Source: an optimization exercise on an open RTL-to-GDS flow (aim: small area). Production flows keep margins and buffers that such runs may drop. At most, simulation tests tie the RTL to the original design; equivalence was not proved. The clock port is modelled as an ideal driver; clocking choices that lean on that would not hold on a real chip. Power is estimated from default activity; no workload was simulated.

run H:
Design DoutReader, start of the top module:
module DoutReader (
    input clk_i,   
    input reset_i,   
    input drdy,   
    input dclk,   
    input din,   
    output [23:0] ch1_o,   
    output [23:0] ch2_o,   
    output tick_o   
);
==> flow/config.mk <==
export PLATFORM = sky130hd
export DESIGN_NAME = DoutReader
export DESIGN_NICKNAME = DoutReader
export VERILOG_FILES = /design/flow/design.v
export SDC_FILE = /design/flow/constraint.sdc
export NUM_CORES = 4
export LEC_CHECK = 0
export CAP_MARGIN = 0
export CORE_MARGIN = 2
export CORE_UTILIZATION = 85
export PLACE_DENSITY = 0.9
export SLEW_MARGIN = 0
==> flow/constraint.sdc <==
create_clock -name core_clock -period 5.0 [get_ports {clk_i}]
set_input_delay 1.0000 -clock core_clock [delete_from_list [all_inputs] [get_ports {clk_i}]]
set_output_delay 1.0000 -clock core_clock [all_outputs]
set_load 0.01 [all_outputs]
standard.sh (not shown) runs the stock make flow with config.mk's settings and CLKGATE_MAP_FILE= SYNTH_SCRIPT=/design/flow/synth_recipe.tcl, a recipe that flattens the netlist after the stock synthesis.
==> flow/flow/run.sh <==
#!/bin/bash
# Own layout flow: the standard flow (the standard.sh, standard synthesis
# unchanged) with the smallest buffer on each port, a clock tree without dummy
# loads, and clock buffers sized to their loads (flow/post_cts.tcl).
set -euo pipefail
here=$(pwd)
bash standard.sh \
  "BUFFER_PORTS_ARGS=-buffer_cell sky130_fd_sc_hd__buf_1" \
  "CTS_ARGS=-sink_clustering_enable -repair_clock_nets -dont_use_dummy_load" \
  "POST_CTS_TCL=$here/flow/post_cts.tcl" \
  finish > flow_make.log 2>&1
==> flow/flow/post_cts.tcl <==
# After clock tree synthesis: give each clock buffer the smallest clkbuf size
# that keeps every flip-flop clock pin's slew under a target (with margin for
# the routed parasitics), instead of one size for the whole tree.
set clk_slew_target 0.115
set clk_sizes {sky130_fd_sc_hd__clkbuf_2 sky130_fd_sc_hd__clkbuf_4 sky130_fd_sc_hd__clkbuf_8 sky130_fd_sc_hd__clkbuf_16}

proc worst_clk_pin_slew {} {
  set worst 0
  foreach p [get_pins -hierarchical */CLK] {
    set s [get_property $p slew_max]
    if { $s > $worst } { set worst $s }
  }
  return $worst
}

proc worst_buf_in_slew {} {
  set worst 0
  foreach inst [get_cells clkbuf_*] {
    set s [get_property [get_pins [get_full_name $inst]/A] slew_max]
    if { $s > $worst } { set worst $s }
  }
  return $worst
}

estimate_parasitics -placement
puts "clock slew before resizing: [worst_clk_pin_slew]"
# leaves first (those driving flip-flops), then the buffers above them
set bufs {}
foreach c [get_cells clkbuf_*] { lappend bufs [get_full_name $c] }
set bufs [lsort -decreasing $bufs]
foreach name $bufs {
  set inst [get_cells $name]
  set orig [get_property $inst ref_name]
  set done 0
  foreach c $clk_sizes {
    replace_cell $inst $c
    estimate_parasitics -placement
    puts "  try $c: [worst_clk_pin_slew] [worst_buf_in_slew]"
    if { [worst_clk_pin_slew] <= $clk_slew_target && [worst_buf_in_slew] <= 0.25 } {
      set done 1
      break
    }
  }
  if { !$done } { replace_cell $inst $orig }
  estimate_parasitics -placement
  puts "clock buffer $name: $orig -> [get_property $inst ref_name]"
}
puts "clock slew after resizing: [worst_clk_pin_slew]"
Run H terminated abnormally: 3_3_place_gp reported GPL-0301.
Relative to run H, the following input files were edited for run A:
Settings: PLACE_DENSITY changed from 0.9 to 0.92; CORE_UTILIZATION changed from 85 to 90.
==> summary.txt <==
- Run A: it failed during 3_1_place_gp_skip_io, and the tool reported GPL-0301.
- Flow for run H halted at 3_3_place_gp, error code GPL-0301.
- As far as synthesized area goes, run H and run A are indistinguishable; the numbers are identical.
- Count of unique library cells instantiated by Yosys came out exactly the same in run H and run A.
- Going from run H to run A, share of synthesized flip-flops with an asynchronous set or reset essentially unchanged; post-synthesis instance total essentially unchanged; die extent in y decreased about 2.6%; post-synthesis compound-gate area fraction essentially unchanged; width of the chip decreased about 2.6%.
- Comparing run A against run H, there is no change at all in row count.
- As far as net count after synthesis goes, run A and run H are indistinguishable; the numbers are identical.

---

run 1:
Another version of the RTL of DoutReader (not shown whole).
For scale: roughly 110 flip-flops, roughly 54 I/O pins, roughly 0.0034 mm^2 of cells after synthesis.
// DoutReader
module DoutReader (
    input clk_i,   
    input reset_i,   
    input drdy,   
    input dclk,   
    input din,   
    output [23:0] ch1_o,   
    output [23:0] ch2_o,   
    output tick_o   
);
clock: 5.0 ns
lec_check: 0
cap_margin: 0
core_margin: 2
core_utilization: 83
place_density: 0.88
slew_margin: 0
Scripts as last shown in full above: flow/flow/run.sh, flow/flow/post_cts.tcl
diff inputs: run 1 => run 2
# run 1
export LEC_CHECK = 0
export CAP_MARGIN = 0
export CORE_MARGIN = 2
export CORE_UTILIZATION = 83
export PLACE_DENSITY = 0.88
export SLEW_MARGIN = 0
create_clock -name core_clock -period 5.0 [get_ports {clk_i}]
# run 2
export LEC_CHECK = 0
export CAP_MARGIN = 0
export CORE_MARGIN = 2
export CORE_UTILIZATION = 80
export GPL_ROUTABILITY_DRIVEN = 0
export GPL_TIMING_DRIVEN = 0
export PLACE_DENSITY = 0.85
export SLEW_MARGIN = 0
create_clock -name core_clock -period 5.0 [get_ports {clk_i}]
Findings:
- Run 2 finished all stages; the layout is clean.
- Diff run 2..run 1 | count of unresolved DRC violations after routing | unchanged
- Run 2 vs run 1, global-route wire length before repair went up by 23%.
- Global routing met2 resource utilization for run 2 is higher than for run 1.
- Compared with run 1, run 2 shows a higher average routed wire per standard cell.
- y_q as the timing startpoint of the critical path was reported by run 2, and x_q by run 1.
- Delta (run 2 minus run 1): clock-cell share of area went up by 0.39 points, portion of total power attributed to the clock network went up by 1.7 points, combinational cell fraction of total power went up by 0.6 points, cell area after layout went up by 4.0%.
For run 3, these inputs were changed with respect to run 2:
# run 2
export LEC_CHECK = 0
export CAP_MARGIN = 0
export CORE_MARGIN = 2
export CORE_UTILIZATION = 80
export GPL_ROUTABILITY_DRIVEN = 0
export GPL_TIMING_DRIVEN = 0
export PLACE_DENSITY = 0.85
export SLEW_MARGIN = 0
create_clock -name core_clock -period 5.0 [get_ports {clk_i}]
# run 3
export LEC_CHECK = 0
export CAP_MARGIN = 0
export CORE_MARGIN = 2
export CORE_UTILIZATION = 80
export PLACE_DENSITY = 0.85
export SLEW_MARGIN = 0
create_clock -name core_clock -period 5.0 [get_ports {clk_i}]
--- outcome ---
Re area of the core: no difference whatsoever between run 2 and run 3. Run 3 vs. run 2: pre-CTS setup slack has decreased; clock network latency to the later pin of the worst-skew pair stayed essentially flat; non-clock buffer count shows a reduction of about 27%; area of all placed cells without fillers decreased about 3.7%; cell count lost 21. Relative to run 2, run 3 improves post-detailed-routing wire length.
Input-level comparison between run 4 and run 3:
# run 3
export LEC_CHECK = 0
export CAP_MARGIN = 0
export CORE_MARGIN = 2
export CORE_UTILIZATION = 80
export PLACE_DENSITY = 0.85
export SLEW_MARGIN = 0
create_clock -name core_clock -period 5.0 [get_ports {clk_i}]
# run 4
export LEC_CHECK = 0
export CAP_MARGIN = 0
export CORE_MARGIN = 2
export CORE_UTILIZATION = 83
export PLACE_DENSITY = 0.88
export SLEW_MARGIN = 0
create_clock -name core_clock -period 5.0 [get_ports {clk_i}]
diff --git a/flow/flow/post_cts.tcl b/flow/flow/post_cts.tcl
--- a/flow/flow/post_cts.tcl
+++ b/flow/flow/post_cts.tcl
@@ -3,3 +3,3 @@
 # the routed parasitics), instead of one size for the whole tree.
-set clk_slew_target 0.115
+set clk_slew_target 0.122
 set clk_sizes {sky130_fd_sc_hd__clkbuf_2 sky130_fd_sc_hd__clkbuf_4 sky130_fd_sc_hd__clkbuf_8 sky130_fd_sc_hd__clkbuf_16}
Notes after the runs:
Final cell count essentially unchanged between run 4 and run 3.
The final reports for run 4 and run 3 show worst-case register-to-register setup slack lower in the former.
met2 track demand over resource in global routing up 2.2 points in run 4 wrt run 3
Compared with run 3, run 4 shows a met1 wire length that is 6.0% higher.
Minimum clock period after layout for run 4: 0.15 ns down relative to run 3
Compare run 3 and run 4 | clock-net power lower: run 4
Run 4 | stages: all done | timing, DRC, antenna: all pass
Clock group share of total power: run 4 < run 3
Worst setup slack (lower): run 3
Looking at sum of routed wire length over all layers across both flows, run 4 is the weaker of the two, with run 3 ahead.
Compared to run 3, run 4 was floorplanned on a smaller die.

---

north:
The RTL this note starts from:
==> flow/design.v <==
module DoutReader (
    input clk_i,   
    input reset_i,   
    input drdy,   
    input dclk,   
    input din,   
    output [23:0] ch1_o,   
    output [23:0] ch2_o,   
    output tick_o   
);
    logic x_q, y_q;
    logic [5:0] cnt_q;   
    logic drdy_1, drdy_2, dclk_1, dclk_2;
    logic tick_q;
    logic [23:0] sr1_q, sr2_q;   
    logic [23:0] ch1_q, ch2_q;   
    wire drdy_fall = drdy_2 & ~drdy_1;
    wire dclk_fall = dclk_2 & ~dclk_1;
    wire wait_drdy = ~x_q & ~y_q;
    wire wait_dclk = x_q & ~y_q;
    wire write = ~x_q & y_q;
    wire fin = x_q & y_q;
    wire last = &cnt_q;   
    wire first_half = ~cnt_q[5];   
    wire x_d = wait_drdy & drdy_fall | wait_dclk & ~dclk_fall | write;
    wire y_d = wait_dclk & dclk_fall | write & last;
    always_ff @(posedge clk_i) begin
        if (reset_i) begin
            x_q <= 1'b0;
            y_q <= 1'b0;
            cnt_q <= 6'd0;
            drdy_1 <= 1'b0;
            drdy_2 <= 1'b0;
            tick_q <= 1'b0;
        end else begin
            x_q <= x_d;
            y_q <= y_d;
            if (write) cnt_q <= cnt_q + 6'd1;
            drdy_1 <= drdy;
            drdy_2 <= drdy_1;
            tick_q <= fin;
        end
    end
    always_ff @(posedge clk_i) begin
        dclk_1 <= dclk;
        dclk_2 <= dclk_1;
    end
    wire sh1 = y_q & first_half;
    wire hold1 = x_q | ~first_half;
    wire sh2 = y_q;
    wire hold2 = x_q;
    wire ld = fin & ~reset_i;
    wire keep = ~fin & ~reset_i;
    always_ff @(posedge clk_i) begin
        sr1_q <= ({24{sh1}} & {sr1_q[22:0], din}) | ({24{hold1}} & sr1_q);
        sr2_q <= ({24{sh2}} & {sr2_q[22:0], din}) | ({24{hold2}} & sr2_q);
        ch1_q <= ({24{ld}} & sr1_q) | ({24{keep}} & ch1_q);
        ch2_q <= ({24{ld}} & sr2_q) | ({24{keep}} & ch2_q);
    end
    assign ch1_o = ch1_q;
    assign ch2_o = ch2_q;
    assign tick_o = tick_q;
endmodule
Settings: LEC_CHECK=0, CAP_MARGIN=0, CORE_MARGIN=2, CORE_UTILIZATION=60, SLEW_MARGIN=0; clock period 5.0 ns.
==> flow/flow/post_cts.tcl <==
# After clock tree synthesis: give each clock buffer the smallest clkbuf size
# that keeps every flip-flop clock pin's slew under a target (with margin for
# the routed parasitics), instead of one size for the whole tree.
set clk_slew_target 0.115
set clk_sizes {sky130_fd_sc_hd__clkbuf_2 sky130_fd_sc_hd__clkbuf_4 sky130_fd_sc_hd__clkbuf_8 sky130_fd_sc_hd__clkbuf_16}

proc worst_clk_pin_slew {} {
  set worst 0
  foreach p [get_pins -hierarchical */CLK] {
    set s [get_property $p slew_max]
    if { $s > $worst } { set worst $s }
  }
  return $worst
}

proc worst_buf_in_slew {} {
  set worst 0
  foreach inst [get_cells clkbuf_*] {
    set s [get_property [get_pins [get_full_name $inst]/A] slew_max]
    if { $s > $worst } { set worst $s }
  }
  return $worst
}

estimate_parasitics -placement
puts "clock slew before resizing: [worst_clk_pin_slew]"
# leaves first (those driving flip-flops), then the buffers above them
set bufs {}
foreach c [get_cells clkbuf_*] { lappend bufs [get_full_name $c] }
set bufs [lsort -decreasing $bufs]
foreach name $bufs {
  set inst [get_cells $name]
  set orig [get_property $inst ref_name]
  set done 0
  foreach c $clk_sizes {
    replace_cell $inst $c
    estimate_parasitics -placement
    puts "  try $c: [worst_clk_pin_slew] [worst_buf_in_slew]"
    if { [worst_clk_pin_slew] <= $clk_slew_target && [worst_buf_in_slew] <= 0.25 } {
      set done 1
      break
    }
  }
  if { !$done } { replace_cell $inst $orig }
  estimate_parasitics -placement
  puts "clock buffer $name: $orig -> [get_property $inst ref_name]"
}
puts "clock slew after resizing: [worst_clk_pin_slew]"
Scripts as last shown in full above: flow/flow/run.sh
Setup changes, north to south
- CAP_MARGIN: 0 -> 20
- SLEW_MARGIN: 0 -> 20
--- outcome ---
- In the tables for north and south, buffer share of cell area reads higher with south.
- Status: cell-internal power parity (north, south)
- Taking north as the reference, in south core occupancy in the finished layout up 0.55 points; total power draw has remained practically unchanged; slack of the critical path higher; fraction of power consumed by the clock network dropped 0.2 points.
- Per the comparison of south with north, cell area +about 0.8%; maximum frequency now sits higher; final routed wirelength across all metal layers comparable; post-layout instance count excluding filler cells barely changed.

---

Another version of the RTL of DoutReader (not shown whole).
Size: roughly 270 cells after synthesis, about 110 flip-flops, about 0.0034 mm² of cells after synthesis.
export LEC_CHECK = 0
export CAP_MARGIN = 0
export CORE_MARGIN = 2
export CORE_UTILIZATION = 60
export SLEW_MARGIN = 0
create_clock -name core_clock -period 5.0 [get_ports {clk_i}]
Scripts as last shown in full above: flow/flow/run.sh, flow/flow/post_cts.tcl
==> next run, changes <==
CORE_UTILIZATION = 80   (was 60)
PLACE_DENSITY = 0.85   (was unset)
What happened: Sequential power goes up slightly. Area after synthesis is unchanged. Combinational power falls by about a fifth. Power shrinks slightly. Routed wire length climbs by a quarter to a third. Via count rises by a few percent. Design area shrinks slightly. Die area drops by a quarter to a third.
No run of this note included a check of the RTL's function; only the layout flow was run.

## port drivers added, routing unchanged
The flow's constraints put no driver on any port. The routed layouts listed below were extracted and timed again, unchanged, in two steps. Step 1: set_driving_cell puts a clkbuf_16 on clk_i and a buf_2 on each other input, an assumption about the parent block. Step 2 adds t to the input delays and takes it off the output delays; t is the mean of the earliest and latest rising clock arrival at the registers after step 1. Input paths then give back, and output paths get back, about the clock's delay inside the block. a / b / c = ideal / step 1 / step 2; a / b = the first two.
run | t (ns) | setup WS [ns] | worst setup path after step 2 | clock arrival spread, ns | cell pins on the clock port's net
run 1 | 0.452 | 2.347 / 2.320 / 2.327 | input to register | 0.032 / 0.032 | 1
run 2 | 0.471 | 2.423 / 2.393 / 2.758 | input to register | 0.018 / 0.019 | 1
run 3 | 0.442 | 2.199 / 2.176 / 2.363 | input to register | 0.033 / 0.034 | 1
run 4 | 0.452 | 2.347 / 2.320 / 2.327 | input to register | 0.032 / 0.032 | 1
north | 0.442 | 2.474 / 2.474 / 2.357 | input to register | 0.027 / 0.027 | 1
south | 0.441 | 2.806 / 2.815 / 2.374 | input to register | 0.027 / 0.028 | 1
the first run of note 4 | 0.432 | 2.948 / 2.952 / 2.519 | input to register | 0.026 / 0.025 | 1
the second run of note 4 | 0.445 | 2.334 / 2.334 / 2.334 | register to register | 0.033 / 0.034 | 1
After both steps setup and hold are still met in every run listed. For south, which loses most, drivers alone change the setup slack by +0.009 ns; drivers and shift together by -0.432 ns.
